This design comes from an exercise in tuning for small area and a short achievable clock period on the open sky130 flow, not from production work. Only simulation tests tie the RTL to the original design; equivalence was not proved. Power figures rest on the tool's default switching activity, not on a simulated workload.

==> flow/design.v <==
module spi_slave_interface(MOSI, SS_n, tx_data, tx_valid, clk, rst_n, MISO, rx_data, rx_valid);
	parameter IDLE = 3'b000, CHK_CMD = 3'b001, WRITE = 3'b010, READ_ADD = 3'b011, READ_DATA = 3'b100;
	input MOSI, SS_n, tx_valid, clk, rst_n;
	input [7:0] tx_data;
	output reg MISO, rx_valid;
	output reg [9:0] rx_data;
	reg [2:0] cs, ns;
	reg read;
	reg [3:0] counter;
	always @(posedge clk) begin
		if(~rst_n) begin
			cs <= IDLE;
		end
		else begin
			cs <= ns;
		end
	end
	always @(*) begin
		case(cs)
			IDLE:
				if(SS_n) begin
					ns = IDLE;
				end
				else begin
					ns = CHK_CMD;
				end
			CHK_CMD:
				if(SS_n) begin
					ns = IDLE;
				end
				else if(~SS_n && MOSI && ~read) begin
					ns = READ_ADD;
				end
				else if(~SS_n && MOSI && read) begin
					ns = READ_DATA;
				end
				else begin
					ns = WRITE;
				end
			READ_ADD:
				if(SS_n) begin
					ns = IDLE;
				end
				else begin
					ns = READ_ADD;
				end
			READ_DATA:
				if(SS_n) begin
					ns = IDLE;
				end
				else begin
					ns = READ_DATA;
				end
			WRITE:
				if(SS_n) begin
					ns = IDLE;
				end
				else begin
					ns = WRITE;
				end
			default: ns = IDLE;
		endcase
	end
	always @(posedge clk) begin
		if(~rst_n) begin
			read <= 0;
			MISO <= 0;
			rx_valid <= 0;
			rx_data <= 0;
			counter <= 9;
		end
		else begin
			if(cs == WRITE) begin
				rx_valid <= 0;
				rx_data[counter] <= MOSI;
				counter <= counter -1;
				if(counter == 4'b0000) begin
					rx_valid <= 1;
					counter <= 9;
				end
			end
			else if(cs == READ_ADD) begin
				rx_valid <= 0;
				rx_data[counter] <= MOSI;
				counter <= counter -1;
				if(counter == 4'b0000) begin
					rx_valid <= 1;
					counter <= 9;
					read <= 1;
				end
			end
			else if(cs == READ_DATA) begin
				if(tx_valid) begin
					MISO <= tx_data[counter];
					counter <= counter -1;
					if(counter == 4'b0000) begin
						counter <= 9;
					end
				end
				else begin
					rx_valid <= 0;
					rx_data[counter] <= MOSI;
					counter <= counter -1;
					if(counter == 4'b0000) begin
						rx_valid <= 1;
						counter <= 7;
						read <= 0;
					end
				end
			end
		end
	end
endmodule
module ram(din, rx_valid, clk, rst_n, dout, tx_valid);
	parameter MEM_DEPTH = 256, ADDR_SIZE = 8;
	input [9:0] din;
	input rx_valid, clk, rst_n;
	output [7:0] dout;
	output tx_valid;
	reg [7:0] mem [MEM_DEPTH-1:0];
	reg [ADDR_SIZE-1:0] write_addr, read_addr;
	reg [7:0] dout_r;
	reg tx_valid_r;
	wire rd_cmd = rx_valid && (din[9:8] == 2'b11);
	assign dout = rd_cmd ? mem[read_addr] : dout_r;
	assign tx_valid = rx_valid ? rd_cmd : tx_valid_r;
	always @(posedge clk) begin
		if(rx_valid && (din[9:8] == 2'b01)) begin
			mem[write_addr] <= din[7:0];
		end
	end
	always @(posedge clk) begin
		if(~rst_n) begin
			dout_r <= 0;
			tx_valid_r <= 0;
			write_addr <= 0;
			read_addr <= 0;
		end
		else begin
			if(rx_valid) begin
				if(din[9:8] == 2'b00) begin
					write_addr <= din[7:0];
					tx_valid_r <= 0;
				end
				else if(din[9:8] == 2'b01) begin
					tx_valid_r <= 0;
				end
				else if(din[9:8] == 2'b10) begin
					read_addr <= din[7:0];
					tx_valid_r <= 0;
				end
				else if (din[9:8] == 2'b11) begin
					dout_r <= mem[read_addr];
					tx_valid_r <= 1;
				end
			end
		end
	end
endmodule
module spi(MOSI, SS_n, clk, rst_n, MISO);
	input MOSI, SS_n, clk, rst_n;
	output MISO;
	wire [9:0] rx_data;
	wire rx_valid, tx_valid;
	wire [7:0] tx_data;
	spi_slave_interface slave(.MOSI(MOSI), .SS_n(SS_n), .tx_data(tx_data), .tx_valid(tx_valid), .clk(clk), .rst_n(rst_n), .MISO(MISO), .rx_data(rx_data), .rx_valid(rx_valid));
	ram mem(.din(rx_data), .rx_valid(rx_valid), .clk(clk), .rst_n(rst_n), .dout(tx_data), .tx_valid(tx_valid));
endmodule
==> flow/run.sh <==
#!/bin/bash
# synth_recipe.tcl (not shown) runs the flow's synth.tcl, then flattens the netlist and writes it again
# the make line also repeats each setting of config.mk as NAME=value (left out here)
make -C /OpenROAD-flow-scripts/flow DESIGN_CONFIG=/design/flow/config.mk WORK_HOME=/design/flow/orfs CLKGATE_MAP_FILE= SYNTH_SCRIPT=/design/flow/synth_recipe.tcl finish
==> flow/config.mk <==
export PLATFORM = sky130hd
export DESIGN_NAME = spi
export DESIGN_NICKNAME = spi
export VERILOG_FILES = /design/flow/design.v
export SDC_FILE = /design/flow/constraint.sdc
export NUM_CORES = 4
export LEC_CHECK = 0
export CAP_MARGIN = 20
export CORE_MARGIN = 2
export CORE_UTILIZATION = 40
export SLEW_MARGIN = 20
==> flow/constraint.sdc <==
create_clock -name core_clock -period 5.5 [get_ports {clk}]
set_input_delay 1.1000 -clock core_clock [delete_from_list [all_inputs] [get_ports {clk}]]
set_output_delay 1.1000 -clock core_clock [all_outputs]
set_load 0.01 [all_outputs]
==> notes.md, run 1 <==
reg-to-reg slack, setup=1.07 ns; detailed-placement wirelength estimate=144,000 um; via count of the routed design=43,100; DR iter-0 viols=5,701; Least-Margin Pin Slew=1.30 ns; Lkg Pwr=28.8 nW; antenna violations before repair=9; GRT Overall Usage=21.8%; Post-Syn Area per Cell=19.8 um^2; CP max FO=30; die area=211,000 um^2; Seq/Total Area, Yosys=75.6%; commonest non-fill, non-tap cells in the layout=2,048 x edfxtp_1, 379 x mux4_2, 357 x nor2_1; effective utilization at floorplan=40.3%; post-synth cell types=81; num rows=166; total congestion overflow=0; Cell Area, Synth=82,800 um^2; CP required=6.25 ns; Hold Path Class=register to register; final wirelength=232,000 um; worst ir drop on vdd=0.298 mV; WL/cell=32.4 um; setup TNS=0 ns; Final period util=80.5%; relative slew slack=11.0%; GPL Wtd Cong=0.898; max capacitance violation total=0; Synth area leader=edfxtp_1; Post-synth EDFFs=2,048; share of power burned in registers=54.3%; Sw Pwr=6.23 mW; Final Hold Fails=0; Async S/R FF share, synth=0%; instance count of the mapped netlist=4,187; nets=4,294; Highest Clock Rate=226 MHz; Slowest-stage cell, CP=and2_2; vias in the first global route=41,700; area grow syn2layout=12.3%; Slew Limit Fails=0; Fin Clk Skew=0.0527 ns; clock power share=45.6%; Worst Setup Start Kind=register; clock latency (worst-skew pair)=0.87 ns; Die W=459 um; num ports=5; Crit Path Category=register to register; outcome=finished clean; post-synth top area share=74.3%; Reg2Reg Depth=10; IO buf count=4; CP Capture Type=register; final-report setup violation count=0; drt first pass iters=6; # placed instances=6,755; most common cell after layout, fill and taps aside=edfxtp_1; Period minus WS final=4.43 ns; setup bufs post-CTS=0; Area contributors post-synth=edfxtp_1 74%, mux4_2 10%, mux2i_1 3.5%, nor2_1 1.7%, dfxtp_1 1.3%; internal power=25.6 mW; CTS tree=done; total clock sinks=2,101; critical-path cell list=buf_4 -> and2_2 -> a22oi_1 -> a31oi_1 -> a21oi_1 -> o21ai_0 -> nor4_1 -> a211oi_1 -> a21o_1 -> nand4_1; #FFs+latches synth=2,101; DRC=0; RSZ-0062 raised after global routing=false; CP arrival=5.18 ns; number of fill cells=17,200; Via-to-Cell Ratio=6.02; first-pass GRT wire length=327,000 um; fraction of layout cells with a size suffix above 1=19.6%; remaining antenna violation count=0; number of buffers created by CTS=210; non-filler cells, final=7,160; warnings from Yosys=2; hold depth=2; crit-path max cell delay=0.84 ns; Die H=459 um; Comb power frac=0.1%; Top FF cell, synth=edfxtp_1; Clock Tree Buf Depth=3; Sw Ratio=19.6%; clock root cell=clkbuf_16; clk slew on worst S/H paths=0.06 ns; Synthesized Nets=4,195; Core ar.=205,000 um^2; hold_buf cts=0; largest net degree at the start of global routing=196; H-Tree Depth=4; CTS resizes=0; Cell Pwr Density=343 nW/um^2
layout make-up:
cell class	instances	area [um^2]	area share, %
repair buffers	143	1510	1.63
well taps	2688	3360	3.62
multi-input cells	1814	18400	19.8
clock inverters	141	1460	1.58
inverters	16	61.3	0.0660
flip-flops and latches	2101	62600	67.4
clock buffers	255	5510	5.93
diodes	2	5.00	0.00539
metal layers:
metal | wire, um | track usage [%] | vias to the layer above
met4 | 9420 | 8.31 | 2
li1 | - | - | 17500
met1 | 94100 | 30.7 | 23000
met2 | 107000 | 33.6 | 2183
met5 | 12 | 0 | -
met3 | 21600 | 4.56 | 450
path summary, 6_finish.rpt:
kind / endpoint / startpoint
worst max-delay path: slave.MISO$_SDFFE_PN0P_ / register
worst min-delay path: mem.read_addr[7]$_SDFFE_PN0P_ / mem.read_addr[7]$_SDFFE_PN0P_
worst max register to register: slave.MISO$_SDFFE_PN0P_ / register
worst min register to register: mem.read_addr[7]$_SDFFE_PN0P_ / mem.read_addr[7]$_SDFFE_PN0P_
logic make-up after synthesis:
logic type,Yosys count,share of synthesized area (%)
flops,2101,75.6
simple gates,706,3.79
mux,703,14.8
compound gates,399,3.48
buf+inv,272,2.28
fa+ha+maj,4,0.0605
xor+xnor,2,0.0212
flip-flops by register name, summed over array words and instances, names as in the netlist, 3 cells and up, named ones only:
register	cells
mem.dout_r	8
mem.mem	2048
slave.cs	3
mem.read_addr	8
slave.rx_data	10
slave.counter	4
mem.write_addr	8
synthesized netlist by cell type, drive strengths merged, types with 25 or more instances:
master / count
edfxtp: 2048
mux4: 406
nor2: 367
mux2i: 287
buf: 165
nand2: 107
clkbuf: 90
nand3: 66
o22ai: 62
a21oi: 58
a22oi: 58
dfxtp: 53
o221ai: 53
nor3: 43
o21ai: 38
nor2b: 25
power by group through the flow:
stage | sequential, mW | combinational (mW) | clock, mW
floorplan | 17.6 | 0.0205 | 0
global placement | 17.6 | 0.0315 | 0
detailed placement | 17.6 | 0.0316 | 0
CTS | 17.3 | 0.0317 | 14.6
global route | 17.3 | 0.0356 | 15.3
finish | 17.3 | 0.0333 | 14.5
through the flow:
step	setup slack, ns	instance area, um^2	util [%]	power (mW)	hold slack [ns]
finish	1.07	92900	45.3	31.8	0.512
global placement	0.477	85800	41.8	17.7	0.479
global route	0.992	92900	45.3	32.6	0.530
CTS	1.17	92800	45.2	32.0	0.511
floorplan	1.21	82800	-	17.7	0.459
detailed placement	1.19	85800	41.8	17.7	0.496
critical path, delay by kind of cell (launching register included):
family	cells	cell delay, ns
compound gates	6	1.89
simple gates	3	1.11
flops	1	0.81
buf+inv	1	0.46
==> run 2: changes to the inputs <==
==> flow/design.v (replaced) <==
module spi_slave_interface(MOSI, SS_n, clk, rst_n, MISO, wr_addr, wr_data, rd_addr, rd_data);
	input MOSI, SS_n, clk, rst_n;
	output reg MISO;
	output reg [7:0] wr_addr, wr_data, rd_addr;
	input [7:0] rd_data;
	reg [4:0] cnt;
	reg [8:0] sh;
	reg at11;
	reg [7:0] waddr;
	wire [7:0] byte_in = {sh[6:0], MOSI};
	always @(posedge clk) begin
		sh <= {sh[7:0], MOSI};
		if (~rst_n || SS_n) cnt <= 0;
		else cnt <= cnt + 1'b1;
		at11 <= rst_n && ~SS_n && (cnt == 5'd10);
		MISO <= rd_data[3'd3 - cnt[2:0]];
	end
	always @(posedge clk) begin
		if (~rst_n) waddr <= 0;
		else if (at11 && sh[8:7] == 2'b00) waddr <= byte_in;
	end
	always @(posedge clk) begin
		if (at11 && sh[8:7] == 2'b01) begin
			wr_addr <= waddr;
			wr_data <= byte_in;
		end
		if (at11 && sh[8:7] == 2'b10) rd_addr <= byte_in;
	end
endmodule
module ram(clk, rst_n, wr_addr, wr_data, rd_addr, rd_data);
	input clk, rst_n;
	input [7:0] wr_addr, wr_data, rd_addr;
	output reg [7:0] rd_data;
	reg [2:0] ph;
	reg [7:0] tap;
	wire wr_hit = (ph == wr_addr[2:0]);
	wire rd_hit = (ph - 3'd2 == rd_addr[2:0]);
	always @(posedge clk) begin
		ph <= ph + 1'b1;	 
	end
	genvar j, r;
	generate
		for (j = 0; j < 8; j = j + 1) begin : plane
			wire [31:0] f0;
			for (r = 0; r < 32; r = r + 1) begin : rg
				reg [7:0] f;
				always @(posedge clk) begin
					f[7:1] <= f[6:0];
					f[0] <= (wr_hit && wr_addr[7:3] == r) ? wr_data[j] : f[7];
				end
				assign f0[r] = f[0];
			end
			always @(posedge clk) begin
				tap[j] <= f0[rd_addr[7:3]];
				if (rd_hit) rd_data[j] <= tap[j];
			end
		end
	endgenerate
endmodule
module spi(MOSI, SS_n, clk, rst_n, MISO);
	input MOSI, SS_n, clk, rst_n;
	output MISO;
	wire [7:0] wr_addr, wr_data, rd_addr, rd_data;
	spi_slave_interface slave(.MOSI(MOSI), .SS_n(SS_n), .clk(clk), .rst_n(rst_n), .MISO(MISO),
		.wr_addr(wr_addr), .wr_data(wr_data), .rd_addr(rd_addr), .rd_data(rd_data));
	ram mem(.clk(clk), .rst_n(rst_n), .wr_addr(wr_addr), .wr_data(wr_data), .rd_addr(rd_addr), .rd_data(rd_data));
endmodule
--- a/flow/config.mk
+++ b/flow/config.mk
@@ -9,3 +9,4 @@
 export CORE_MARGIN = 2
 export CORE_UTILIZATION = 40
+export SETUP_SLACK_MARGIN = 3.5
 export SLEW_MARGIN = 20
==> run 2 against run 1 <==
Compared with the run above:
- largest cell class unchanged
- final area down 38%
- non-clock buffer count down 75
- power down 12%
- sequential share of layout area up 6.4 points
- sequential power down 11%
==> notes.md, run 2 <==
Hold EP=mem.plane[3].rg[21].f[2]$_DFF_P_; Die H=352 um; most frequent cell after synthesis=dfxtp_1; synth cell count leaders=2,083 x dfxtp_1, 260 x mux2_2, 82 x mux4_2; area grow syn2layout=19.5%; max reg flops=2,048; Hold Path Class=register to register; clk slew on worst S/H paths=0.07 ns; via count of the routed design=18,700; effective utilization at floorplan=40.4%; CTS tree=done; Synth area leader=dfxtp_1; Post-synth EDFFs=32; post-synthesis xor/xnor area fraction=0.217%; detailed-placement wirelength estimate=46,100 um; Final period util=41.9%; clock latency (worst-skew pair)=0.77 ns; Post-Synth Simple-Gate Area=1.01%; Cell Pwr Density=484 nW/um^2; IO buf count=4; Util after Layout=48.2%; Crit Path Category=register to register; post-synthesis mux area share=10.1%; DRC=0; fraction of layout cells with a size suffix above 1=25.4%; largest family of logic cells by synthesized area=multiplexers; synthesized-area fraction occupied by adder cells=0.0775%; total congestion overflow=0; outcome=finished clean; WL/cell=17.2 um; post-synth cell types=32; reg-to-reg endpoint=mem.tap[7]$_DFF_P_; hold_buf cts=0; CP arrival=2.95 ns; final-report setup violation count=0; Largest regs=mem.plane.rg.f: 2048 flops, slave.sh: 9 flops; remaining antenna violation count=0; Seq/Total Area, Yosys=88.1%; Async S/R FF share, synth=0%; Period minus WS final=2.30 ns; warnings from Yosys=2; clock root cell=clkbuf_16; number of buffers created by CTS=176; die area=124,000 um^2; num ports=5; CP Capture Type=register; antenna violations before repair=2; Fin Clk Skew=0.0184 ns; GRT Overall Usage=12.7%; max capacitance violation total=0; Clock Tree Buf Depth=3; most common cell after layout, fill and taps aside=dfxtp_1; first-pass GRT wire length=120,000 um; CP required=6.15 ns; #FFs+latches synth=2,115; largest net degree at the start of global routing=65; Synthesized Nets=2,621; drt first pass iters=5; fraction of the mapped netlist area in compound gates=0.0103%; Post-Syn Area per Cell=18.5 um^2; relative slew slack=25.6%; RSZ-0062 raised after global routing=true; setup TNS=0 ns; HP Start=mem.plane[3].rg[21].f[1]$_DFF_P_; num rows=127; largest reg by FF count=mem.plane.rg.f; Area contributors post-synth=dfxtp_1 86%, mux2_2 6.0%, mux4_2 3.8%, edfxtp_1 2.0%, clkbuf_1 0.29%; DR iter-0 viols=1,029; Die W=352 um; hold depth=0; Lkg Pwr=22.9 nW; Top FF cell, synth=dfxtp_1; instance count of the mapped netlist=2,614; Cell Area, Synth=48,400 um^2; worst ir drop on vdd=0.271 mV; H-Tree Depth=4; Reg2Reg Depth=5; final wirelength=78,600 um; CP max FO=8; Via-to-Cell Ratio=4.09; Least-Margin Pin Slew=1.12 ns; FF-to-FF Start=slave.rd_addr[4]$_DFFE_PP_; total clock sinks=2,115; Worst Setup Start Kind=register; number of fill cells=9,719; Final Hold Fails=0; nets=2,817; Core ar.=120,000 um^2; reg-to-reg slack, setup=3.20 ns; Highest Clock Rate=434 MHz; post-synth top area share=86.1%; Slew Limit Fails=0; vias in the first global route=20,000; commonest non-fill, non-tap cells in the layout=2,080 x dfxtp_1, 188 x mux2_2, 182 x clkbuf_16; GPL Wtd Cong=0.772
==> run 2: cell types whose count changed after synthesis, sizes merged, moves of 62 or more <==
cell,delta
nand2,-87
mux4,-324
dfxtp,+2030
buf,-152
mux2i,-279
nand3,-63
edfxtp,-2016
mux2,+255
o22ai,-62
nor2,-347
==> run 2: cell families (layout without fill, tap and decap cells) <==
logic type                 Yosys count  after routing
DFF                               2115           2115
muxes                              355            355
and+or+nand+nor                     76             76
buffers and inverters               52            390
xor gates and xnor gates            12             12
adders and majority gates            3              3
AOI/OAI and AO/OA                    1              1
other                                0              2
==> run 2: report_power, final <==
group	switching (mW)	internal, mW
clock network	5.29	7.32
registers	0.00677	15.4
logic	0.00434	0.00567
total	5.30	22.7
==> run 2: final cells by class <==
class	instances	area, um^2	share of cell area (%)
Inverter	2	7.51	0.0130
Tap cell	1612	2020	3.49
Clock buffer	248	5160	8.92
Sequential cell	2115	42700	73.8
Timing Repair Buffer	68	936	1.62
Antenna cell	2	5.00	0.00865
Clock inverter	72	877	1.52
Multi-Input combinational cell	447	6180	10.7
==> run 2: per-stage QoR <==
| step | area, um^2 | hold WS [ns] | std cells | power (mW) | worst slack (ns) |
|---|---|---|---|---|---|
| floorplan | 48500 | 0.310 | 2614 | 15.7 | 3.51 |
| detailed placement | 50400 | 0.312 | 4196 | 15.7 | 2.33 |
| global route | 57800 | 0.320 | 4564 | 28.9 | 3.14 |
| finish | 57800 | 0.316 | 4566 | 28.0 | 3.20 |
| CTS | 57500 | 0.313 | 4553 | 28.3 | 3.14 |
| global placement | 50400 | 0.309 | 4196 | 15.7 | 2.39 |
==> run 2: per-layer routing <==
layer,GRT usage [%],routed length [um],share of wire [%],vias up
met5,0,0,0,-
met4,4.08,1450,1.8,0
met3,3.39,3840,4.9,133
met2,19.0,34400,44,312
met1,18.0,38900,50,9222
li1,-,-,-,9000
==> run 2: worst max-delay path, stage by stage, from the launching register on <==
cell	delay, ns
edfxtp_1	0.42
buf_6	0.19
buf_16	0.17
mux4_2	0.51
mux4_2	0.59
mux2_4	0.29
==> run 2: worst max path at each step <==
stage	start	to	slack (ns)	cells past startpoint
finish	slave.rd_addr[4]$_DFFE_PP_	mem.tap[7]$_DFF_P_	3.20	5
global route	slave.MISO$_DFF_P_	MISO	3.14	1
CTS	slave.MISO$_DFF_P_	MISO	3.14	1
detailed placement	slave.rd_addr[4]$_DFFE_PP_	mem.tap[2]$_DFF_P_	2.33	5
global placement	slave.rd_addr[4]$_DFFE_PP_	mem.tap[6]$_DFF_P_	2.39	5
floorplan	slave.wr_addr[1]$_DFFE_PP_	mem.plane[0].rg[10].f[0]$_DFF_P_	3.51	4
==> run 2: repair_timing <==
action                                  4_1_cts  5_1_grt
pin swaps                                    18        7
gates resized for setup                     128       46
buffers inserted                             34        9
cloned                                        3        2
endpoints found under the setup margin      257      241
==> run 3: changes to the inputs <==
--- a/flow/config.mk
+++ b/flow/config.mk
@@ -9,4 +9,6 @@
 export CORE_MARGIN = 2
 export CORE_UTILIZATION = 40
+export CTS_CLUSTER_DIAMETER = 60
+export CTS_CLUSTER_SIZE = 36
 export SETUP_SLACK_MARGIN = 3.5
 export SLEW_MARGIN = 20
==> run 3 against run 2 <==
Compared with the run above:
- still clean on timing, DRC and antenna
- sequential share of layout area is 5.1 points higher
- routed wire length is 4.4% lower
- sequential power hardly changed
- power is 19% lower
- flip-flop and latch count stayed put
- via count is 4.5% lower
- synthesized area stayed put
- non-clock buffer count is 1 higher
- hold slack better by 0.0021 ns
- global-route usage is 0.74 points lower
- critical path type unchanged
- critical path depth is 1 higher
==> notes.md, run 3 <==
Top FF cell, synth=dfxtp_1; number of buffers created by CTS=77; Least-Margin Pin Slew=1.12 ns; WP buf/inv=3; antenna violations before repair=2; CTS tree=done; Fin Clk Skew=0.0256 ns; DR iter-0 viols=1,131; Via-to-Cell Ratio=4.08; Final WS setup=3.16 ns; detailed-placement wirelength estimate=46,100 um; hold_buf cts=0; Tot Pwr=22.8 mW; setup TNS=0 ns; Place WS=2.33 ns; instance count of the mapped netlist=2,614; Crit Path Category=register to register; Cell Pwr Density=421 nW/um^2; Area contributors post-synth=dfxtp_1 86%, mux2_2 6.0%, mux4_2 3.8%, edfxtp_1 2.0%, clkbuf_1 0.29%; post-synth top area share=86.1%; CP required=6.06 ns; GPL Wtd Cong=0.772; largest reg by FF count=mem.plane.rg.f; register area=42,700 um^2; first-pass GRT wire length=114,000 um; WL/cell=17.2 um; CP top delay family=multiplexers; Seq/Total Area, Yosys=88.1%; critical-path cell list=buf_6 -> buf_12 -> buf_12 -> mux4_2 -> mux4_2 -> mux2_4; fraction of the mapped netlist area in compound gates=0.0103%; Util after Layout=45.1%; max capacitance violation total=0; IO buf count=4; H-Tree Depth=3; effective utilization at floorplan=40.4%; final-report setup violation count=0; area grow syn2layout=11.8%; max reg flops=2,048; most frequent cell after synthesis=dfxtp_1; outcome=finished clean; post-synthesis xor/xnor area fraction=0.217%; total clock sinks=2,115; post-synth cell types=32; Post-Synth Simple-Gate Area=1.01%; drt first pass iters=6; Slew Limit Fails=0; Highest Clock Rate=428 MHz; Largest regs=mem.plane.rg.f: 2048 flops, slave.sh: 9 flops; number of fill cells=10,100; Worst Setup Start Kind=register; Core ar.=120,000 um^2; synthesized-area fraction occupied by adder cells=0.0775%; Period minus WS final=2.34 ns; nets=2,719; CP arrival=2.90 ns; final wirelength=75,100 um; Final Cell Area=54,100 um^2; Post-synth EDFFs=32; num ports=5; clock latency (worst-skew pair)=0.67 ns; via count of the routed design=17,800; Slowest-stage cell, CP=mux4_2; Final period util=42.5%; clk slew on worst S/H paths=0.12 ns; GRT Overall Usage=12.0%; Synth area leader=dfxtp_1; DRC=0; crit-path max cell delay=0.58 ns; Hold Path Class=register to register; synth cell count leaders=2,083 x dfxtp_1, 260 x mux2_2, 82 x mux4_2; Die H=352 um; Lkg Pwr=21.2 nW; largest net degree at the start of global routing=65; post-synthesis mux area share=10.1%; relative slew slack=25.3%; largest family of logic cells by synthesized area=multiplexers; #FFs+latches synth=2,115; total congestion overflow=0; commonest non-fill, non-tap cells in the layout=2,079 x dfxtp_1, 195 x mux2_2, 82 x mux4_2, 82 x clkbuf_16, 70 x mux2_4; die area=124,000 um^2; Multi-input gate area=6040 um^2; Async S/R FF share, synth=0%; RSZ-0062 raised after global routing=true; CP Capture Type=register; CP max FO=8; Cell Area, Synth=48,400 um^2; Clock Tree Buf Depth=3; clock root cell=clkbuf_16; most common cell after layout, fill and taps aside=dfxtp_1; vias in the first global route=18,600; warnings from Yosys=2; Synthesized Nets=2,621; placed inst area=50,400 um^2; worst ir drop on vdd=0.234 mV; Final Hold Fails=0; Post-Syn Area per Cell=18.5 um^2; num rows=127; remaining antenna violation count=0; Die W=352 um; fraction of layout cells with a size suffix above 1=20.9%
[run 3: cell count changes in the layout (fill, tap and decap cells not counted), moves of 7 or more]
cell	previous run	this run
clkbuf_16	182	82
clkbuf_8	40	1
nand2_8	12	2
mux2_2	188	195
mux2_4	77	70
bufinv_16	16	1
buf_4	25	35
clkbuf_1	28	10
clkinv_2	33	3
[run 3: metrics by stage]
stage,std cells,hold WS (ns)
final,4372,0.318
after global routing,4370,0.315
after CTS,4361,0.313
after detailed placement,4196,0.312
after global placement,4196,0.309
after floorplan,2614,0.310
[run 3: path summary, 6_finish.rpt]
check | start | end | slack (ns) | depth (start not counted)
worst max-delay path | slave.rd_addr[4]$_DFFE_PP_ | mem.tap[3]$_DFF_P_ | 3.16 | 6
worst min-delay path | mem.plane[7].rg[2].f[6]$_DFF_P_ | mem.plane[7].rg[2].f[7]$_DFF_P_ | 0.32 | 0
worst max register to register | slave.rd_addr[4]$_DFFE_PP_ | mem.tap[3]$_DFF_P_ | 3.16 | 6
worst min register to register | mem.plane[7].rg[2].f[6]$_DFF_P_ | mem.plane[7].rg[2].f[7]$_DFF_P_ | 0.32 | 0
[run 3: area by class of cell]
| class | instances | share of cell area, % |
|---|---|---|
| Clock buffer | 91 | 3.79 |
| Timing Repair Buffer | 69 | 1.62 |
| Sequential cell | 2115 | 78.8 |
| Clock inverter | 34 | 0.874 |
| Tap cell | 1612 | 3.73 |
| Inverter | 2 | 0.0139 |
| Antenna cell | 2 | 0.00925 |
| Multi-Input combinational cell | 447 | 11.2 |
[run 3: per-layer routing]
| metal | GRT usage [%] | up-vias | share of wire (%) |
|---|---|---|---|
| li1 | - | 8715 | - |
| met5 | 0 | - | 0 |
| met4 | 3.54 | 0 | 1.8 |
| met3 | 1.78 | 72 | 3.2 |
| met1 | 18.0 | 8838 | 52 |
| met2 | 17.9 | 204 | 43 |
[run 3: logic make-up after synthesis]
family | after synthesis
AOI/OAI and AO/OA | 1
xor gates and xnor gates | 12
adders and majority gates | 3
buffers and inverters | 52
DFF | 2115
muxes | 355
and+or+nand+nor | 76
[run 3: repair_timing]
action / in CTS / in global routing
setup endpoints to repair: 262 / 218
cloned: 3 / 2
pin swaps: 18 / 3
buffers inserted: 37 / 7
resized for setup: 115 / 31
[run 3: power by group]
group / internal [mW] / switching, mW / total (mW)
Sequential: 15.3 / 0.00650 / 15.4
Clock: 2.92 / 4.51 / 7.43
Combinational: 0.00568 / 0.00448 / 0.0102
==> run 4: changes to the inputs <==
--- a/flow/config.mk
+++ b/flow/config.mk
@@ -9,6 +9,6 @@
 export CORE_MARGIN = 2
 export CORE_UTILIZATION = 40
-export CTS_CLUSTER_DIAMETER = 60
-export CTS_CLUSTER_SIZE = 36
+export CTS_CLUSTER_DIAMETER = 100
+export CTS_CLUSTER_SIZE = 30
 export SETUP_SLACK_MARGIN = 3.5
 export SLEW_MARGIN = 20
==> run 4 against run 3 <==
Compared with the run above:
- global-route usage is 0.058 points higher
- final cell count down 0.66%
- clock power fell by 8.1%
- routed wire length about the same
- critical path type unchanged
==> notes.md, run 4 <==
outcome=finished clean; Area contributors post-synth=dfxtp_1 86%, mux2_2 6.0%, mux4_2 3.8%, edfxtp_1 2.0%, clkbuf_1 0.29%; total clock sinks=2,115; post-synth top area share=86.1%; Least-Margin Pin Slew=0.942 ns; WP buf/inv=2; CP Capture Type=register; antenna violations before repair=3; remaining antenna violation count=0; Core ar.=120,000 um^2; detailed-placement wirelength estimate=46,100 um; die area=124,000 um^2; vias in the first global route=18,600; IO buf count=4; number of fill cells=10,100; Lkg Pwr=21.1 nW; fraction of layout cells with a size suffix above 1=20.2%; clk slew on worst S/H paths=0.11 ns; H-Tree Depth=3; largest reg by FF count=mem.plane.rg.f; Post-Syn Area per Cell=18.5 um^2; total congestion overflow=0; DRC=0; Synth area leader=dfxtp_1; CP top delay family=multiplexers; number of buffers created by CTS=80; largest net degree at the start of global routing=65; drt first pass iters=4; most common cell after layout, fill and taps aside=dfxtp_1; nets=2,730; most frequent cell after synthesis=dfxtp_1; crit-path max cell delay=0.58 ns; Crit Path Category=register to register; Die H=352 um; via count of the routed design=17,800; Final Hold Fails=0; clock root cell=clkbuf_16; DR iter-0 viols=1,102; Final period util=42.2%; CP arrival=2.87 ns; Largest regs=mem.plane.rg.f: 2048 flops, slave.sh: 9 flops; Period minus WS final=2.32 ns; effective utilization at floorplan=40.4%; relative slew slack=37.2%; post-synth cell types=32; first-pass GRT wire length=114,000 um; warnings from Yosys=2; final wirelength=75,200 um; Post-synth EDFFs=32; Slowest-stage cell, CP=mux4_2; Clock Tree Buf Depth=3; worst ir drop on vdd=0.219 mV; WL/cell=17.3 um; num rows=127; CP max FO=8; #FFs+latches synth=2,115; num ports=5; final-report setup violation count=0; commonest non-fill, non-tap cells in the layout=2,080 x dfxtp_1, 192 x mux2_2, 83 x clkbuf_16; critical-path cell list=buf_12 -> buf_12 -> mux4_2 -> mux4_2 -> mux2_4; GPL Wtd Cong=0.772; CP required=6.05 ns; Slew Limit Fails=0; Cell Area, Synth=48,400 um^2; max reg flops=2,048; Synthesized Nets=2,621; Async S/R FF share, synth=0%; synth cell count leaders=2,083 x dfxtp_1, 260 x mux2_2, 82 x mux4_2; Via-to-Cell Ratio=4.11; Place WS=2.33 ns; Worst Setup Start Kind=register; Top FF cell, synth=dfxtp_1; Cell Pwr Density=411 nW/um^2; Highest Clock Rate=431 MHz; instance count of the mapped netlist=2,614; max capacitance violation total=0; area grow syn2layout=11.5%; RSZ-0062 raised after global routing=true; Die W=352 um; hold_buf cts=0; setup TNS=0 ns; Util after Layout=45.0%; Seq/Total Area, Yosys=88.1%; CTS tree=done; GRT Overall Usage=12.0%; clock latency (worst-skew pair)=0.67 ns; Fin Clk Skew=0.0238 ns; Tot Pwr=22.2 mW; Final WS setup=3.18 ns; Hold Path Class=register to register
-- run 4: cell counts after synthesis --
Identical to the previous run, type by type.
-- run 4: kinds of logic after synthesis --
logic type	after synthesis	share of synthesized area (%)
XOR/XNOR	12	0.217
adder cells (fa/ha/maj)	3	0.0775
buffers and inverters	52	0.434
flip-flops	2115	88.1
AND/OR/NAND/NOR	76	1.01
multiplexers	355	10.1
AO/OA/AOI/OAI	1	0.0103
-- run 4: layout make-up --
| type | instances | area, um^2 | share of cell area [%] |
|---|---|---|---|
| diodes | 1 | 2.50 | 0.00463 |
| clock inverters | 2 | 18.8 | 0.0348 |
| inverters | 2 | 7.51 | 0.0139 |
| clock buffers | 87 | 2050 | 3.80 |
| multi-input cells | 447 | 6200 | 11.5 |
| well taps | 1612 | 2020 | 3.74 |
| flip-flops and latches | 2115 | 42700 | 79.0 |
| repair buffers | 77 | 1030 | 1.91 |
-- run 4: metal layers --
metal | global-route usage [%] | vias to the layer above | wire [um]
met5 | 0 | - | 0
met2 | 18.0 | 218 | 32100
met4 | 3.47 | 0 | 1400
li1 | - | 8692 | -
met1 | 18.0 | 8831 | 38600
met3 | 1.93 | 88 | 3050
-- run 4: worst paths after layout --
check / start / endpoint / slack, ns / depth (start not counted)
max: slave.rd_addr[4]$_DFFE_PP_ / mem.tap[5]$_DFF_P_ / 3.18 / 5
min reg2reg: mem.plane[2].rg[18].f[4]$_DFF_P_ / mem.plane[2].rg[18].f[5]$_DFF_P_ / 0.32 / 0
max reg2reg: slave.rd_addr[4]$_DFFE_PP_ / mem.tap[5]$_DFF_P_ / 3.18 / 5
min: mem.plane[2].rg[18].f[4]$_DFF_P_ / mem.plane[2].rg[18].f[5]$_DFF_P_ / 0.32 / 0
-- run 4: report_power, final --
| group | switching [mW] | internal [mW] | leakage, nW | total, mW |
|---|---|---|---|---|
| Combinational | 0.00435 | 0.00567 | 2.95 | 0.0100 |
| Clock | 4.14 | 2.69 | 1.01 | 6.83 |
| Sequential | 0.00673 | 15.3 | 17.1 | 15.3 |
-- run 4: timing repair --
action                     CTS  global route
gates resized for setup    130            49
gates cloned                 3             2
setup endpoints to repair  257           237
buffers inserted            38            13
pin swaps                   20            10
-- run 4: stage by stage --
stage	cells	cell area (um^2)	hold WS (ns)
final	4343	54000	0.324
after global routing	4342	54000	0.330
after floorplan	2614	48500	0.310
after detailed placement	4196	50400	0.312
after global placement	4196	50400	0.309
after CTS	4326	53500	0.321
==> run 5: changes to the inputs <==
--- a/flow/config.mk
+++ b/flow/config.mk
@@ -9,6 +9,3 @@
 export CORE_MARGIN = 2
 export CORE_UTILIZATION = 40
-export CTS_CLUSTER_DIAMETER = 100
-export CTS_CLUSTER_SIZE = 30
-export SETUP_SLACK_MARGIN = 3.5
 export SLEW_MARGIN = 20
==> run 5 against run 4 <==
Compared with the run above:
- critical path depth fell by 4
- global-route usage rose by 0.44 points
- setup slack got worse by 0.42 ns
- critical endpoint is now MISO
- synthesized area did not move
- routed wire length rose by 1.5%
- clock skew barely moved
- still clean on timing, DRC and antenna
- die area did not move
- register-to-register slack got worse by 0.33 ns
- power rose by 25%
- sequential power barely moved
- flip-flop and latch count did not move
- first-iteration DRC count fell by 8.6%
==> notes.md, run 5 <==
largest net degree at the start of global routing=65; Final WS setup=2.76 ns; Util after Layout=46.9%; clock latency (worst-skew pair)=0.76 ns; antenna violations before repair=5; clk slew on worst S/H paths=0.06 ns; instance count of the mapped netlist=2,614; die area=124,000 um^2; Die H=352 um; num ports=5; Core ar.=120,000 um^2; Synth area leader=dfxtp_1; critical-path cell list=clkdlybuf4s50_1; num rows=127; commonest non-fill, non-tap cells in the layout=2,083 x dfxtp_1, 260 x mux2_2, 187 x clkbuf_16; Hold EP=mem.plane[5].rg[26].f[5]$_DFF_P_; most frequent cell after synthesis=dfxtp_1; Fin Clk Skew=0.0237 ns; WP buf/inv=1; Cell Area, Synth=48,400 um^2; total congestion overflow=0; reg-to-reg slack, setup=2.85 ns; Lkg Pwr=22.3 nW; max reg flops=2,048; # placed instances=4,196; hold_buf cts=0; Final Cell Area=56,200 um^2; setup TNS=0 ns; Seq/Total Area, Yosys=88.1%; relative slew slack=27.5%; #FFs+latches synth=2,115; synth cell count leaders=2,083 x dfxtp_1, 260 x mux2_2, 82 x mux4_2; CP Capture Type=output port; vias in the first global route=19,300; CTS tree=done; post-synth cell types=32; largest reg by FF count=mem.plane.rg.f; Highest Clock Rate=365 MHz; final wirelength=76,300 um; post-synth top area share=86.1%; Slew Limit Fails=0; clock root cell=clkbuf_16; CP top delay family=buffers and inverters; GPL Wtd Cong=0.765; Async S/R FF share, synth=0%; hold depth=0; detailed-placement wirelength estimate=46,300 um; CTS resizes=0; number of buffers created by CTS=177; crit-path max cell delay=0.58 ns; Post-synth EDFFs=32; final hold slack=0.317 ns; via count of the routed design=18,400; FF-to-FF Start=slave.rd_addr[4]$_DFFE_PP_; Post-Syn Area per Cell=18.5 um^2; setup bufs post-CTS=0; HP Start=mem.plane[5].rg[26].f[4]$_DFF_P_; Worst Setup Start Kind=register; final-report setup violation count=0; Final Hold Fails=0; drt first pass iters=5; Synthesized Nets=2,621; non-filler cells, final=4,509; RSZ-0062 raised after global routing=false; DRC=0; Reg2Reg Depth=4; Period minus WS final=2.74 ns; Die W=352 um; placed inst area=50,400 um^2; nets=2,771; most common cell after layout, fill and taps aside=dfxtp_1; CP max FO=1; warnings from Yosys=2; CP required=4.40 ns; H-Tree Depth=4; area grow syn2layout=16.1%; max capacitance violation total=0; Final period util=49.8%; IO buf count=4; reg-to-reg endpoint=mem.tap[7]$_DFF_P_; Largest regs=mem.plane.rg.f: 2048 flops, slave.sh: 9 flops; Hold Path Class=register to register; Area contributors post-synth=dfxtp_1 86%, mux2_2 6.0%, mux4_2 3.8%, edfxtp_1 2.0%, clkbuf_1 0.29%; total clock sinks=2,115; WL/cell=16.9 um; outcome=finished clean; CP arrival=1.64 ns; Cell Pwr Density=491 nW/um^2; worst ir drop on vdd=0.319 mV; Least-Margin Pin Slew=1.09 ns; Place WS=2.82 ns; Slowest-stage cell, CP=clkdlybuf4s50_1; Tot Pwr=27.6 mW; remaining antenna violation count=0; Crit Path Category=register to output port; Clock Tree Buf Depth=3; Via-to-Cell Ratio=4.08; GRT Overall Usage=12.5%; DR iter-0 viols=1,007; Top FF cell, synth=dfxtp_1; effective utilization at floorplan=40.4%; first-pass GRT wire length=117,000 um; fraction of layout cells with a size suffix above 1=22.3%
## run 5: cell types whose count changed in the layout (fill, tap and decap cells not counted), moves of 12 or more
cell | previous run | this run
clkbuf_16 | 83 | 187
mux2_4 | 73 | 0
mux2_2 | 192 | 260
clkbuf_8 | 0 | 34
clkbuf_1 | 6 | 39
clkinv_2 | 0 | 27
buf_12 | 20 | 0
buf_4 | 32 | 17
buf_6 | 14 | 0
nand2_8 | 12 | 0
## run 5: layout make-up
type | instances | area, um^2
well taps | 1612 | 2020
inverters | 2 | 7.51
fillers | 9958 | 63800
clock inverters | 50 | 513
multi-input cells | 447 | 5550
diodes | 2 | 5.00
flip-flops and latches | 2115 | 42700
repair buffers | 21 | 168
clock buffers | 260 | 5290
## run 5: cell families after synthesis
kind of cell               share of synthesized area (%)
DFF                                                 88.1
muxes                                               10.1
and+or+nand+nor                                     1.01
buffers and inverters                              0.434
xor gates and xnor gates                           0.217
adders and majority gates                         0.0775
AOI/OAI and AO/OA                                 0.0103
## run 5: power breakdown
| part | internal [mW] | switching (mW) | total (mW) | leakage [nW] |
|---|---|---|---|---|
| Combinational | 0.00552 | 0.00403 | 0.00955 | 2.36 |
| Sequential | 15.4 | 0.00648 | 15.4 | 17.1 |
| Clock | 7.08 | 5.18 | 12.3 | 2.88 |
| Total | 22.4 | 5.19 | 27.6 | 22.3 |
## run 5: worst max-delay path by stage
stage / startpoint / cells past startpoint / slack (ns) / to
after floorplan: slave.rd_addr[4]$_DFFE_PP_ / 5 / 3.39 / mem.tap[0]$_DFF_P_
after global placement: slave.rd_addr[4]$_DFFE_PP_ / 4 / 2.87 / mem.tap[6]$_DFF_P_
after detailed placement: slave.rd_addr[4]$_DFFE_PP_ / 4 / 2.82 / mem.tap[6]$_DFF_P_
after CTS: slave.MISO$_DFF_P_ / 1 / 2.65 / MISO
after global routing: slave.MISO$_DFF_P_ / 1 / 2.63 / MISO
final: slave.MISO$_DFF_P_ / 1 / 2.76 / MISO
## run 5: worst reg2reg max path: cells and delay by family, from the launching register on
kind     cells  cell delay (ns)
flops        1             0.36
buf+inv      1             0.70
mux          3             1.48
## run 5: routing by layer
layer,wire (um),share of wire [%],up-vias,track usage [%]
li1,-,-,8909,-
met1,38800,51,9047,18.1
met2,32300,42,320,18.0
met3,3400,4.5,132,2.92
met4,1840,2.4,0,4.76
met5,0,0,-,0
==> run 6: changes to the inputs <==
--- a/flow/design.v
+++ b/flow/design.v
@@ -33,5 +33,5 @@
 	output reg [7:0] rd_data;
 	reg [2:0] ph;
-	reg [7:0] tap;
+	reg [1:0] half [0:7];
 	wire wr_hit = (ph == wr_addr[2:0]);
 	wire rd_hit = (ph - 3'd2 == rd_addr[2:0]);
@@ -52,6 +52,7 @@
 			end
 			always @(posedge clk) begin
-				tap[j] <= f0[rd_addr[7:3]];
-				if (rd_hit) rd_data[j] <= tap[j];
+				half[j][0] <= f0[{1'b0, rd_addr[6:3]}];
+				half[j][1] <= f0[{1'b1, rd_addr[6:3]}];
+				if (rd_hit) rd_data[j] <= half[j][rd_addr[7]];
 			end
 		end
--- a/flow/config.mk
+++ b/flow/config.mk
@@ -9,3 +9,6 @@
 export CORE_MARGIN = 2
 export CORE_UTILIZATION = 40
+export CTS_CLUSTER_DIAMETER = 100
+export CTS_CLUSTER_SIZE = 30
+export SETUP_SLACK_MARGIN = 3.2
 export SLEW_MARGIN = 20
==> run 6 against run 5 <==
Compared with the run above:
- register-to-register slack improved by 0.35 ns
- critical endpoint is now mem.plane[0].rg[13].f[0]$_DFF_P_
- utilization fell by 2.6 points
- final cell count fell by 3.4%
- final area fell by 5.4%
- critical path type is now register to register
- global-route usage fell by 0.53 points
- via count fell by 3.2%
- die area rose by 0.42%
==> notes.md, run 6 <==
#FFs+latches synth=2,123; max capacitance violation total=0; GRT Overall Usage=11.9%; outcome=finished clean; synth cell count leaders=2,091 x dfxtp_1, 264 x mux2_2, 66 x mux4_2; effective utilization at floorplan=40.4%; total clock sinks=2,123; DR iter-0 viols=948; fraction of layout cells with a size suffix above 1=17.8%; Synthesized Nets=2,672; Final period util=41.8%; antenna violations before repair=0; IO buf count=4; Via-to-Cell Ratio=4.09; area grow syn2layout=9.38%; setup TNS=0 ns; detailed-placement wirelength estimate=43,800 um; crit-path max cell delay=0.52 ns; Seq/Total Area, Yosys=88.1%; HP Start=mem.plane[4].rg[6].f[3]$_DFF_P_; internal power=18.2 mW; CP required=6.05 ns; critical-path cell list=nand2b_1 -> nor2_1 -> nand2_1 -> mux2_2; Die W=353 um; max reg flops=2,048; die area=124,000 um^2; Die H=353 um; hold_buf cts=0; remaining antenna violation count=0; Clock Tree Buf Depth=3; Synth area leader=dfxtp_1; DRC=0; Period minus WS final=2.30 ns; final wirelength=74,100 um; Cell Pwr Density=422 nW/um^2; Least-Margin Pin Slew=1.09 ns; instance count of the mapped netlist=2,665; final-report setup violation count=0; number of buffers created by CTS=81; drt first pass iters=4; clock root cell=clkbuf_16; Final Hold Fails=0; most frequent cell after synthesis=dfxtp_1; commonest non-fill, non-tap cells in the layout=2,091 x dfxtp_1, 264 x mux2_2, 84 x clkbuf_16; FF-to-FF Start=slave.wr_addr[4]$_DFFE_PP_; share of power burned in registers=68.7%; clk slew on worst S/H paths=0.11 ns; most common cell after layout, fill and taps aside=dfxtp_1; CP max FO=8; Cell Area, Synth=48,600 um^2; Highest Clock Rate=435 MHz; Core ar.=120,000 um^2; largest net degree at the start of global routing=33; Top FF cell, synth=dfxtp_1; num ports=5; Crit Path Category=register to register; vias in the first global route=18,800; final hold slack=0.302 ns; Sw Pwr=4.23 mW; Fin Clk Skew=0.0435 ns; nets=2,738; Worst Setup SP=slave.wr_addr[4]$_DFFE_PP_; relative slew slack=27.2%; largest reg by FF count=mem.plane.rg.f; total congestion overflow=0; Post-synth EDFFs=32; warnings from Yosys=3; Post-Syn Area per Cell=18.2 um^2; GPL Wtd Cong=0.732; num rows=127; number of fill cells=10,300; Lkg Pwr=20.8 nW; Slew Limit Fails=0; clock power share=31.3%; worst ir drop on vdd=0.298 mV; CP Capture Type=register; clock latency (worst-skew pair)=0.68 ns; Async S/R FF share, synth=0%; first-pass GRT wire length=114,000 um; Sw Ratio=18.9%; Slowest-stage cell, CP=edfxtp_1; Comb power frac=0%; Area contributors post-synth=dfxtp_1 86%, mux2_2 6.1%, mux4_2 3.1%, edfxtp_1 2.0%, a22oi_1 0.49%; WL/cell=17.0 um; H-Tree Depth=3; Hold Path Class=register to register; RSZ-0062 raised after global routing=true; CTS tree=done; Largest regs=mem.plane.rg.f: 2048 flops, mem.half: 16 flops, slave.sh: 9 flops; CP arrival=2.85 ns; via count of the routed design=17,800; Worst Setup Start Kind=register; post-synth cell types=36; post-synth top area share=86.1%
-- run 6: cell families (layout without fill, tap and decap cells) --
logic type | after synthesis | after routing | share of synthesized area (%)
flip-flops | 2123 | 2123 | 88.1
multiplexers | 339 | 339 | 9.36
AND/OR/NAND/NOR | 103 | 103 | 1.35
buffers and inverters | 55 | 132 | 0.443
AO/OA/AOI/OAI | 33 | 33 | 0.504
XOR/XNOR | 9 | 9 | 0.208
adder cells (fa/ha/maj) | 3 | 3 | 0.0772
other | 0 | 1 | 0
-- run 6: per-stage QoR --
stage               area (um^2)  setup slack, ns  util, %  instances  total power [mW]
floorplan                 48600             3.59        -       2665              15.8
global placement          50600             2.59     42.1       4244              15.8
detailed placement        50600             2.58     42.1       4244              15.8
CTS                       53000             3.05     44.1       4348              22.7
global route              53200             3.16     44.2       4354              23.2
finish                    53200             3.20     44.2       4355              22.4
-- run 6: power groups by stage --
stage	clock (mW)	sequential (mW)	combinational, mW
after floorplan	0	15.8	0.00411
after global placement	0	15.8	0.0106
after detailed placement	0	15.8	0.0110
after CTS	7.26	15.4	0.0109
after global routing	7.80	15.4	0.0115
final	7.02	15.4	0.0109
-- run 6: repair_timing --
action | 4_1_cts | 5_1_grt
setup buffers | 10 | 6
hold endpoints to repair | 0 | 0
gates resized for setup | 20 | 14
pin swaps | 6 | 5
setup endpoints to repair | 246 | 187
-- run 6: cell type report --
class	count	area (um^2)	share of cell area, %
Timing Repair Buffer	36	415	0.781
Clock buffer	90	2120	3.99
Inverter	2	7.51	0.0141
Multi-Input combinational cell	487	5730	10.8
Antenna cell	1	2.50	0.00470
Clock inverter	4	71.3	0.134
Sequential cell	2123	42800	80.5
Tap cell	1612	2020	3.79
-- run 6: path summary, 6_finish.rpt --
check / slack (ns) / end / cells after the start
max: 3.20 / mem.plane[0].rg[13].f[0]$_DFF_P_ / 4
min: 0.30 / mem.plane[4].rg[6].f[4]$_DFF_P_ / 0
max reg2reg: 3.20 / mem.plane[0].rg[13].f[0]$_DFF_P_ / 4
min reg2reg: 0.30 / mem.plane[4].rg[6].f[4]$_DFF_P_ / 0
-- run 6: worst max-delay path: cells and delay by family, from the launching register on --
| kind | cells | cell delay (ns) |
|---|---|---|
| DFF | 1 | 0.52 |
| muxes | 1 | 0.43 |
| and+or+nand+nor | 3 | 1.23 |
-- run 6: routing by layer --
layer  up-vias  track usage, %  part of all wire [%]
li1       8767               -                     -
met1      8782            17.1                    51
met2       175            18.7                    44
met3        90            1.96                   3.1
met4         0            3.49                   1.9
met5         -               0                     0
==> run 7: changes to the inputs <==
--- a/flow/config.mk
+++ b/flow/config.mk
@@ -8,7 +8,8 @@
 export CAP_MARGIN = 20
 export CORE_MARGIN = 2
-export CORE_UTILIZATION = 40
+export CORE_UTILIZATION = 65
 export CTS_CLUSTER_DIAMETER = 100
 export CTS_CLUSTER_SIZE = 30
-export SETUP_SLACK_MARGIN = 3.2
+export PLACE_DENSITY = 0.75
+export SETUP_SLACK_MARGIN = 3.5
 export SLEW_MARGIN = 20
==> run 7 against run 6 <==
Compared with the run above:
- still clean on timing, DRC and antenna
- routed wire length increased by 3.0%
- global-route usage increased by 7.7 points
- setup slack improved by 0.052 ns
- hold slack improved by 0.0037 ns
==> notes.md, run 7 <==
Hold EP=mem.plane[6].rg[16].f[3]$_DFF_P_; clk slew on worst S/H paths=0.11 ns; Synth area leader=dfxtp_1; GRT Overall Usage=19.6%; internal power=18.1 mW; GPL Wtd Cong=0.754; DR iter-0 viols=1,136; Via-to-Cell Ratio=4.88; largest reg by FF count=mem.plane.rg.f; IO buf count=4; remaining antenna violation count=0; Fin Clk Skew=0.0390 ns; Highest Clock Rate=445 MHz; metal3 WL=3180 um; CP arrival=2.79 ns; Sw Ratio=18.8%; die area=77,000 um^2; Worst Setup SP=slave.wr_addr[7]$_DFFE_PP_; clock root cell=clkbuf_16; outcome=finished clean; Synthesized Nets=2,672; max reg flops=2,048; total clock sinks=2,123; WL/cell=20.4 um; Worst Setup Start Kind=register; Post-Syn Area per Cell=18.2 um^2; post-synth top area share=86.1%; Area contributors post-synth=dfxtp_1 86%, mux2_2 6.1%, mux4_2 3.1%, edfxtp_1 2.0%, a22oi_1 0.49%; Comb power frac=0%; Tot Pwr=22.3 mW; CP Capture Type=register; Hold Path Class=register to register; reg-to-reg slack, setup=3.25 ns; commonest non-fill, non-tap cells in the layout=2,090 x dfxtp_1, 221 x mux2_2, 81 x clkbuf_16; FF-to-FF Start=slave.wr_addr[7]$_DFFE_PP_; Top FF cell, synth=dfxtp_1; CP required=6.05 ns; HP Start=mem.plane[6].rg[16].f[2]$_DFF_P_; CP max FO=8; Reg2Reg Depth=3; Slew Limit Fails=0; CTS tree=done; synth cell count leaders=2,091 x dfxtp_1, 264 x mux2_2, 66 x mux4_2; crit-path max cell delay=0.64 ns; num ports=5; antenna violations before repair=1; Least-Margin Pin Slew=0.998 ns; Lkg Pwr=21.1 nW; hold depth=0; number of fill cells=4,300; num rows=100; Die H=278 um; clock power share=30.9%; share of power burned in registers=69.1%; metal1 wirelength=37,000 um; first-pass GRT wire length=114,000 um; total congestion overflow=0; relative slew slack=33.5%; Period minus WS final=2.25 ns; RSZ-0062 raised after global routing=true; worst ir drop on vdd=0.239 mV; fraction of layout cells with a size suffix above 1=19.8%; max capacitance violation total=0; drt first pass iters=7; H-Tree Depth=3; via count of the routed design=18,300; setup TNS=0 ns; warnings from Yosys=3; detailed-placement wirelength estimate=43,400 um; Final period util=40.8%; Cell Pwr Density=420 nW/um^2; Async S/R FF share, synth=0%; Final Hold Fails=0; Post-synth EDFFs=32; post-synth cell types=36; nets=2,771; final wirelength=76,400 um; area grow syn2layout=9.17%; Slowest-stage cell, CP=edfxtp_1; final-report setup violation count=0; vias in the first global route=19,000; top layer in use=met4; # placed instances=3,601; Cell Area, Synth=48,600 um^2; most common cell after layout, fill and taps aside=dfxtp_1; non-filler cells, final=3,745; routed length on met2=34,900 um; instance count of the mapped netlist=2,665; critical-path cell list=nor3b_2 -> nand3_1 -> mux2_2; number of buffers created by CTS=80; Clock Tree Buf Depth=3; DRC=0; Core ar.=74,200 um^2; Sw Pwr=4.19 mW; Die W=278 um; largest net degree at the start of global routing=33; Largest regs=mem.plane.rg.f: 2048 flops, mem.half: 16 flops, slave.sh: 9 flops; #FFs+latches synth=2,123; reg-to-reg endpoint=mem.plane[4].rg[16].f[0]$_DFF_P_; Crit Path Category=register to register; effective utilization at floorplan=65.5%; Seq/Total Area, Yosys=88.1%; most frequent cell after synthesis=dfxtp_1; clock latency (worst-skew pair)=0.67 ns
run 7: cell counts after synthesis:
Identical to the previous run, type by type.
run 7: repair_timing:
action,in CTS,in global routing
setup endpoints to repair,273,246
hold buffers,0,0
buffers inserted,33,16
cloned,1,0
pin swaps,17,17
resized for setup,44,84
run 7: cell type report:
cell class              count  area (um^2)  share of cell area [%]
clock inverters             5         43.8                  0.0825
multi-input cells         487         6060                    11.4
diodes                      2         5.00                 0.00943
flip-flops and latches   2123        42800                    80.7
clock buffers              87         2050                    3.86
inverters                   2         7.51                  0.0141
repair buffers             70          888                    1.67
well taps                 969         1210                    2.28
run 7: power groups by stage:
stage / clock network [mW] / registers (mW) / logic, mW
floorplan: 0 / 15.8 / 0.00411
global placement: 0 / 15.8 / 0.00952
detailed placement: 0 / 15.8 / 0.0101
CTS: 6.99 / 15.4 / 0.0101
global route: 7.50 / 15.4 / 0.0107
finish: 6.88 / 15.4 / 0.0101
run 7: metrics by stage:
stage	utilization (%)	setup WS [ns]	area [um^2]	hold slack, ns
finish	71.6	3.25	53100	0.306
global route	71.5	3.16	53100	0.303
CTS	70.9	3.27	52600	0.298
detailed placement	67.1	2.85	49800	0.312
global placement	67.1	2.88	49800	0.309
floorplan	-	3.59	48600	0.310
run 7: layer usage:
| metal | global-route usage [%] | vias to the layer above |
|---|---|---|
| li1 | - | 8851 |
| met4 | 5.80 | 0 |
| met1 | 28.5 | 9037 |
| met2 | 30.7 | 296 |
| met5 | 0 | - |
| met3 | 3.24 | 106 |
run 7: kinds of logic (layout without fill, tap and decap cells):
kind of cell | after synthesis | after routing | synth area share, %
muxes | 339 | 339 | 9.36
adders and majority gates | 3 | 3 | 0.0772
DFF | 2123 | 2123 | 88.1
AOI/OAI and AO/OA | 33 | 33 | 0.504
buffers and inverters | 55 | 164 | 0.443
and+or+nand+nor | 103 | 103 | 1.35
other | 0 | 2 | 0
xor gates and xnor gates | 9 | 9 | 0.208
run 7: how the worst max path moves through the flow:
stage | to | slack, ns | cells after the start
2_1_floorplan | mem.plane[0].rg[3].f[0]$_DFF_P_ | 3.59 | 4
3_3_place_gp | mem.half[0][0]$_DFF_P_ | 2.88 | 4
3_5_place_dp | mem.half[0][0]$_DFF_P_ | 2.85 | 4
4_1_cts | mem.plane[1].rg[20].f[0]$_DFF_P_ | 3.27 | 3
5_1_grt | mem.plane[4].rg[16].f[0]$_DFF_P_ | 3.16 | 3
6_report | mem.plane[4].rg[16].f[0]$_DFF_P_ | 3.25 | 3
run 7: critical path, delay by kind of cell (launching register included):
family / cells / cell delay [ns]
multiplexers: 1 / 0.44
AND/OR/NAND/NOR: 2 / 1.04
flip-flops: 1 / 0.64
==> run 8: changes to the inputs <==
--- a/flow/config.mk
+++ b/flow/config.mk
@@ -8,8 +8,7 @@
 export CAP_MARGIN = 20
 export CORE_MARGIN = 2
-export CORE_UTILIZATION = 65
+export CORE_UTILIZATION = 40
 export CTS_CLUSTER_DIAMETER = 100
 export CTS_CLUSTER_SIZE = 30
-export PLACE_DENSITY = 0.75
 export SETUP_SLACK_MARGIN = 3.5
 export SLEW_MARGIN = 20
==> run 8 against run 7 <==
Compared with the run above:
- via count decreased by 0.80%
- fmax increased by 1.9%
- largest cell class unchanged
- sequential share of layout area shrank 2.0 points
- die area is 61% higher
- power increased by 0.69%
- critical path depth shrank 2
- hold slack worse by 0.0042 ns
- critical path type is now register to output port
- utilization shrank 26 points
- register-to-register slack gained 0.15 ns
- largest power group unchanged
- first-iteration DRC count fell by 2.9%
==> notes.md, run 8 <==
drt first pass iters=4; critical-path cell list=buf_6; Largest regs=mem.plane.rg.f: 2048 flops, mem.half: 16 flops, slave.sh: 9 flops; Least-Margin Pin Slew=0.995 ns; RSZ-0062 raised after global routing=true; antenna violations before repair=1; Cell Pwr Density=412 nW/um^2; Hold Path Class=register to register; Post-synth EDFFs=32; total clock sinks=2,123; Final WS setup=3.30 ns; IO buf count=4; HP Start=mem.plane[4].rg[6].f[3]$_DFF_P_; largest reg by FF count=mem.plane.rg.f; num ports=5; CP top delay family=flip-flops; CP required=4.40 ns; first-pass GRT wire length=117,000 um; Die H=353 um; number of fill cells=10,100; Clock Tree Buf Depth=3; non-filler cells, final=4,410; Slew Limit Fails=0; most common cell after layout, fill and taps aside=dfxtp_1; Final Cell Area=54,500 um^2; instance count of the mapped netlist=2,665; register area=42,800 um^2; Reg2Reg Depth=6; Hold EP=mem.plane[4].rg[6].f[4]$_DFF_P_; nets=2,793; setup TNS=0 ns; post-synth cell types=36; Top FF cell, synth=dfxtp_1; max reg flops=2,048; largest net degree at the start of global routing=33; reg-to-reg endpoint=mem.half[0][1]$_DFF_P_; Die W=353 um; final-report setup violation count=0; CP max FO=1; clock root cell=clkbuf_16; Slowest-stage cell, CP=dfxtp_2; CTS tree=done; clock latency (worst-skew pair)=0.68 ns; Crit Path Category=register to output port; Post-Syn Area per Cell=18.2 um^2; GRT Overall Usage=12.2%; Worst Setup Start Kind=register; outcome=finished clean; effective utilization at floorplan=40.4%; num rows=127; Seq/Total Area, Yosys=88.1%; Async S/R FF share, synth=0%; Place WS=2.58 ns; via count of the routed design=18,100; post-synth top area share=86.1%; number of buffers created by CTS=81; remaining antenna violation count=0; FF-to-FF Start=slave.rd_addr[3]$_DFFE_PP_; DRC=0; detailed-placement wirelength estimate=43,800 um; reg-to-reg slack, setup=3.40 ns; # placed instances=4,244; Lkg Pwr=21.4 nW; DR iter-0 viols=1,103; Cell Area, Synth=48,600 um^2; WP buf/inv=1; crit-path max cell delay=0.33 ns; Final Hold Fails=0; hold depth=0; H-Tree Depth=3; warnings from Yosys=3; clk slew on worst S/H paths=0.10 ns; worst ir drop on vdd=0.295 mV; die area=124,000 um^2; Highest Clock Rate=454 MHz; synth cell count leaders=2,091 x dfxtp_1, 264 x mux2_2, 66 x mux4_2; CP arrival=1.10 ns; Via-to-Cell Ratio=4.11; cell depth of the worst setup path=1; total congestion overflow=0; most frequent cell after synthesis=dfxtp_1; Multi-input gate area=6240 um^2; #FFs+latches synth=2,123; final wirelength=77,100 um; Synthesized Nets=2,672; fraction of layout cells with a size suffix above 1=20.6%; placed inst area=50,600 um^2; hold_buf cts=0; Area contributors post-synth=dfxtp_1 86%, mux2_2 6.1%, mux4_2 3.1%, edfxtp_1 2.0%, a22oi_1 0.49%; commonest non-fill, non-tap cells in the layout=2,088 x dfxtp_1, 187 x mux2_2, 85 x clkbuf_16; CP Capture Type=output port; Fin Clk Skew=0.0433 ns; Period minus WS final=2.20 ns; GPL Wtd Cong=0.732; Synth area leader=dfxtp_1; Core ar.=120,000 um^2; WL/cell=17.5 um; Final period util=40.1%; vias in the first global route=19,000; relative slew slack=33.7%; area grow syn2layout=12.0%; max capacitance violation total=0
==> run 8: how the worst max path moves through the flow <==
stage,start,endpoint,slack [ns]
after floorplan,slave.wr_addr[1]$_DFFE_PP_,mem.plane[0].rg[3].f[0]$_DFF_P_,3.59
after global placement,slave.wr_addr[7]$_DFFE_PP_,mem.plane[3].rg[0].f[0]$_DFF_P_,2.59
after detailed placement,slave.wr_addr[7]$_DFFE_PP_,mem.plane[0].rg[0].f[0]$_DFF_P_,2.58
after CTS,slave.MISO$_DFF_P_,MISO,3.23
after global routing,slave.MISO$_DFF_P_,MISO,3.24
final,slave.MISO$_DFF_P_,MISO,3.30
==> run 8: timing repair <==
action,CTS,global route
resized for setup,87,100
cloned,3,1
setup buffers,34,33
pin swaps,22,22
endpoints found under the setup margin,273,249
==> run 8: logic make-up after synthesis <==
family | count (synthesis) | share of synthesized area (%)
flops | 2123 | 88.1
mux | 339 | 9.36
simple gates | 103 | 1.35
buf+inv | 55 | 0.443
compound gates | 33 | 0.504
xor+xnor | 9 | 0.208
fa+ha+maj | 3 | 0.0772
==> run 8: power by group <==
group / internal, mW / total (mW) / switching (mW) / leakage [nW]
combinational: 0.00575 / 0.0114 / 0.00569 / 3.19
clock: 2.80 / 7.03 / 4.24 / 1.07
sequential: 15.4 / 15.4 / 0.00536 / 17.2
total: 18.2 / 22.5 / 4.25 / 21.4
==> run 8: metal layers <==
| layer | vias to the layer above | track usage [%] | share of wire (%) |
|---|---|---|---|
| met5 | - | 0 | 0 |
| met4 | 0 | 3.90 | 2.2 |
| met3 | 98 | 1.95 | 3.1 |
| met2 | 191 | 19.0 | 44 |
| met1 | 8970 | 17.5 | 51 |
| li1 | 8884 | - | - |
==> run 8: final cells by class <==
| type | instances | share of cell area, % |
|---|---|---|
| clock inverters | 4 | 0.131 |
| flip-flops and latches | 2123 | 78.6 |
| inverters | 2 | 0.0138 |
| clock buffers | 90 | 3.90 |
| repair buffers | 91 | 2.17 |
| multi-input cells | 487 | 11.5 |
| well taps | 1612 | 3.70 |
| diodes | 1 | 0.00459 |
==> run 8: through the flow <==
step | utilization [%] | hold slack (ns) | power (mW)
4_1_cts | 44.7 | 0.302 | 22.7
6_report | 45.3 | 0.302 | 22.5
3_3_place_gp | 42.1 | 0.310 | 15.8
3_5_place_dp | 42.1 | 0.312 | 15.8
5_1_grt | 45.3 | 0.298 | 23.2
2_1_floorplan | - | 0.310 | 15.8

[re-timing with driven ports]
The flow's constraints put no driver on any port. The routed layouts listed below were extracted and timed again, unchanged, in two steps.
Step 1 (the two cells are an assumption about what drives the block):
set clk [get_ports {clk}]
set_driving_cell -lib_cell sky130_fd_sc_hd__clkbuf_16 $clk
set_driving_cell -lib_cell sky130_fd_sc_hd__buf_2 [delete_from_list [all_inputs] $clk]
Step 2 adds t to the input delays and takes it off the output delays; t is the mean of the earliest and latest rising clock arrival at the registers after step 1. Input paths then give back, and output paths get back, about the clock's delay inside the block.
Three values: no drivers, after step 1, after step 2; two values: the first two.
run | t (ns) | slack for setup (ns) | clock arrival spread, ns
run 1 | 0.939 | 1.074 / 1.074 / 1.074 | 0.055 / 0.055
run 2 | 0.824 | 3.198 / 3.152 / 3.132 | 0.022 / 0.023
run 3 | 0.728 | 3.164 / 3.164 / 3.111 | 0.030 / 0.030
run 4 | 0.728 | 3.181 / 3.181 / 3.139 | 0.024 / 0.024
run 5 | 0.812 | 2.764 / 2.703 / 2.849 | 0.028 / 0.028
run 6 | 0.721 | 3.203 / 3.203 / 3.142 | 0.058 / 0.058
run 7 | 0.716 | 3.254 / 3.254 / 3.191 | 0.039 / 0.039
run 8 | 0.723 | 3.295 / 3.224 / 3.091 | 0.058 / 0.058
After both steps every run listed still meets setup and hold. For run 8, which loses most, drivers alone change the setup slack by -0.071 ns; drivers and shift together by -0.204 ns.
